This is an optimization exercise on Yosys and OpenROAD, whose aim is small area, not a production implementation. The RTL was checked by simulation tests, not by an equivalence proof against the original design.

// cordic
module cordic(angle, out1, clk);
  input signed [31:0] angle;
  input clk;
  output [15:0] out1;
  wire [15:0] a_hi = angle[31:16];
  wire [14:0] u_c = (a_hi[15] != a_hi[14]) ? {15{~a_hi[15]}} : {~a_hi[14], a_hi[13:0]};
  wire [15:0] x_1;
  wire signed [16:0] y_2;
  reg [15:0] x_1_t; reg signed [16:0] y_2_t;
  assign x_1 = x_1_t; assign y_2 = y_2_t;
  always @* case (u_c[14:9])
    6'd0: begin x_1_t = 16'd43266; y_2_t = -17'sd33652; end
    6'd1: begin x_1_t = 16'd42234; y_2_t = -17'sd32318; end
    6'd2: begin x_1_t = 16'd41245; y_2_t = -17'sd31012; end
    6'd3: begin x_1_t = 16'd40295; y_2_t = -17'sd29738; end
    6'd4: begin x_1_t = 16'd39382; y_2_t = -17'sd28487; end
    6'd5: begin x_1_t = 16'd38510; y_2_t = -17'sd27271; end
    6'd6: begin x_1_t = 16'd37677; y_2_t = -17'sd26079; end
    6'd7: begin x_1_t = 16'd36879; y_2_t = -17'sd24915; end
    6'd8: begin x_1_t = 16'd36093; y_2_t = -17'sd23733; end
    6'd9: begin x_1_t = 16'd35367; y_2_t = -17'sd22617; end
    6'd10: begin x_1_t = 16'd34678; y_2_t = -17'sd21521; end
    6'd11: begin x_1_t = 16'd34022; y_2_t = -17'sd20449; end
    6'd12: begin x_1_t = 16'd33397; y_2_t = -17'sd19390; end
    6'd13: begin x_1_t = 16'd32807; y_2_t = -17'sd18356; end
    6'd14: begin x_1_t = 16'd32250; y_2_t = -17'sd17338; end
    6'd15: begin x_1_t = 16'd31722; y_2_t = -17'sd16340; end
    6'd16: begin x_1_t = 16'd31086; y_2_t = -17'sd15065; end
    6'd17: begin x_1_t = 16'd30630; y_2_t = -17'sd14101; end
    6'd18: begin x_1_t = 16'd30205; y_2_t = -17'sd13149; end
    6'd19: begin x_1_t = 16'd29807; y_2_t = -17'sd12213; end
    6'd20: begin x_1_t = 16'd29440; y_2_t = -17'sd11282; end
    6'd21: begin x_1_t = 16'd29100; y_2_t = -17'sd10368; end
    6'd22: begin x_1_t = 16'd28791; y_2_t = -17'sd9462; end
    6'd23: begin x_1_t = 16'd28509; y_2_t = -17'sd8568; end
    6'd24: begin x_1_t = 16'd28247; y_2_t = -17'sd7648; end
    6'd25: begin x_1_t = 16'd28021; y_2_t = -17'sd6770; end
    6'd26: begin x_1_t = 16'd27824; y_2_t = -17'sd5896; end
    6'd27: begin x_1_t = 16'd27652; y_2_t = -17'sd5030; end
    6'd28: begin x_1_t = 16'd27509; y_2_t = -17'sd4163; end
    6'd29: begin x_1_t = 16'd27391; y_2_t = -17'sd3307; end
    6'd30: begin x_1_t = 16'd27302; y_2_t = -17'sd2451; end
    6'd31: begin x_1_t = 16'd27238; y_2_t = -17'sd1599; end
  ...
clock: 5.5 ns
lec_check: 0
cap_margin: 20
core_margin: 2
core_utilization: 40
cts_buf_list: sky130_fd_sc_hd__clkbuf_16
cts_cluster_diameter: 100
cts_cluster_size: 30
slew_margin: 20
run.sh (not shown) runs the stock make flow with config.mk's settings and CLKGATE_MAP_FILE= SYNTH_SCRIPT=/design/flow/synth_recipe.tcl, a recipe that flattens the netlist after the stock synthesis.
The first run went through all stages and came out clean.
==> next run, changes <==
--- a/flow/design.v
+++ b/flow/design.v
@@ -196,44 +196,46 @@
   wire [15:0] y_43;
   cordic_tail2 t_x_42 (.xk(x_r7), .yk(y_r7), .sg(sg_r7), .d(u_r7[1:0]), .xo(x_42), .yo(y_43));
   reg [14:0] x_r8;
   always @(posedge clk) x_r8 <= x_42;
   reg [15:0] y_r8;
   always @(posedge clk) y_r8 <= y_43;
   reg [0:0] sg_r8;
   always @(posedge clk) sg_r8 <= sg_r7;
   wire [0:0] sb_44 = sg_r8;
   wire [15:0] xf_45 = {~x_r8[14], x_r8};
   wire [15:0] op_46 = xf_45[15:0] ^ {16{sb_44}};
-  wire [12:0] ql_47;
+  wire [11:0] ql_47;
   wire [0:0] c_48;
-  cordic_add #(13) a_ql_47 (.a(y_r8[12:0]), .b(op_46[12:0]), .ci(sb_44), .s(ql_47), .co(c_48));
-  wire [2:0] qh_49 = y_r8[15:13];
+  cordic_add #(12) a_ql_47 (.a(y_r8[11:0]), .b(op_46[11:0]), .ci(sb_44), .s(ql_47), .co(c_48));
+  wire [3:0] qh_49 = y_r8[15:12];
   wire [0:0] oh_50 = sb_44;
   reg [14:0] x_r9;
   always @(posedge clk) x_r9 <= x_r8;
-  reg [2:0] qh_r9;
+  reg [0:0] sg_r9;
+  always @(posedge clk) sg_r9 <= sg_r8;
+  reg [3:0] qh_r9;
   always @(posedge clk) qh_r9 <= qh_49;
   reg [0:0] oh_r9;
   always @(posedge clk) oh_r9 <= oh_50;
-  reg [12:0] ql_r9;
+  reg [11:0] ql_r9;
   always @(posedge clk) ql_r9 <= ql_47;
   reg [0:0] cc_r9;
   always @(posedge clk) cc_r9 <= c_48;
   wire [15:0] xf_51 = {~x_r9[14], x_r9};
   wire [15:0] op_52 = xf_51[15:0] ^ {16{oh_r9}};
-  wire [2:0] qh_53;
-  cordic_add #(3) a_qh_53 (.a(qh_r9), .b(op_52[15:13]), .ci(cc_r9), .s(qh_53), .co());
+  wire [3:0] qh_53;
+  cordic_add #(4) a_qh_53 (.a(qh_r9), .b(op_52[15:12]), .ci(cc_r9), .s(qh_53), .co());
   wire [15:0] q_54 = {qh_53, ql_r9};
   wire [13:0] x_55 = x_r9[14:1];
-  wire [0:0] sb_56 = ~q_54[15];
+  wire [0:0] sb_56 = ~sg_r9;
   wire [14:0] xf_57 = {~x_55[13], x_55};
   wire [14:0] op_58 = xf_57[14:0] ^ {15{sb_56}};
   wire [9:0] ql_59;
   wire [0:0] c_60;
   cordic_add #(10) a_ql_59 (.a(q_54[9:0]), .b(op_58[9:0]), .ci(sb_56), .s(ql_59), .co(c_60));
   wire [4:0] qh_61 = q_54[14:10];
   wire [0:0] oh_62 = sb_56;
   reg [13:0] x_r10;
   always @(posedge clk) x_r10 <= x_55;
   reg [0:0] bits_r10;
   always @(posedge clk) bits_r10 <= sb_56;
After rerunning: The changed run finished with timing, DRC and antenna clean; worst setup slack improves by 30 ps; cell count hardly moves; die area hardly moves; first-iteration DRC count drops by a few percent; synthesized area stays flat; register-to-register slack improves by 30 ps; hold slack stays flat; clock skew climbs by 8.4 ps.

==> static timing again, ports no longer ideal <==
No port has a modelled driver above. Below, the same layouts with a new extraction and two added sets of constraints.
Step 1 (the two cells are an assumption about what drives the block):
set clk [get_ports {clk}]
set_driving_cell -lib_cell sky130_fd_sc_hd__clkbuf_16 $clk
set_driving_cell -lib_cell sky130_fd_sc_hd__buf_2 [delete_from_list [all_inputs] $clk]
Step 2 times the ports against the registers' clock, not the clock port: input delays grow and output delays shrink by t, the midpoint of the rising clock arrivals with the driver on.
a / b / c = ideal / step 1 / step 2; a / b = the first two.
| run | shift t [ns] | setup WS [ns] | worst setup path after step 2 | slew at the worst register clock pin (ns) |
|---|---|---|---|---|
| the first run | 0.684 | 0.189 / 0.189 / 0.189 | register to register | 0.11 / 0.11 |
| the second run | 0.687 | 0.218 / 0.218 / 0.218 | register to register | 0.11 / 0.11 |
After both steps setup and hold are still met in every run listed.
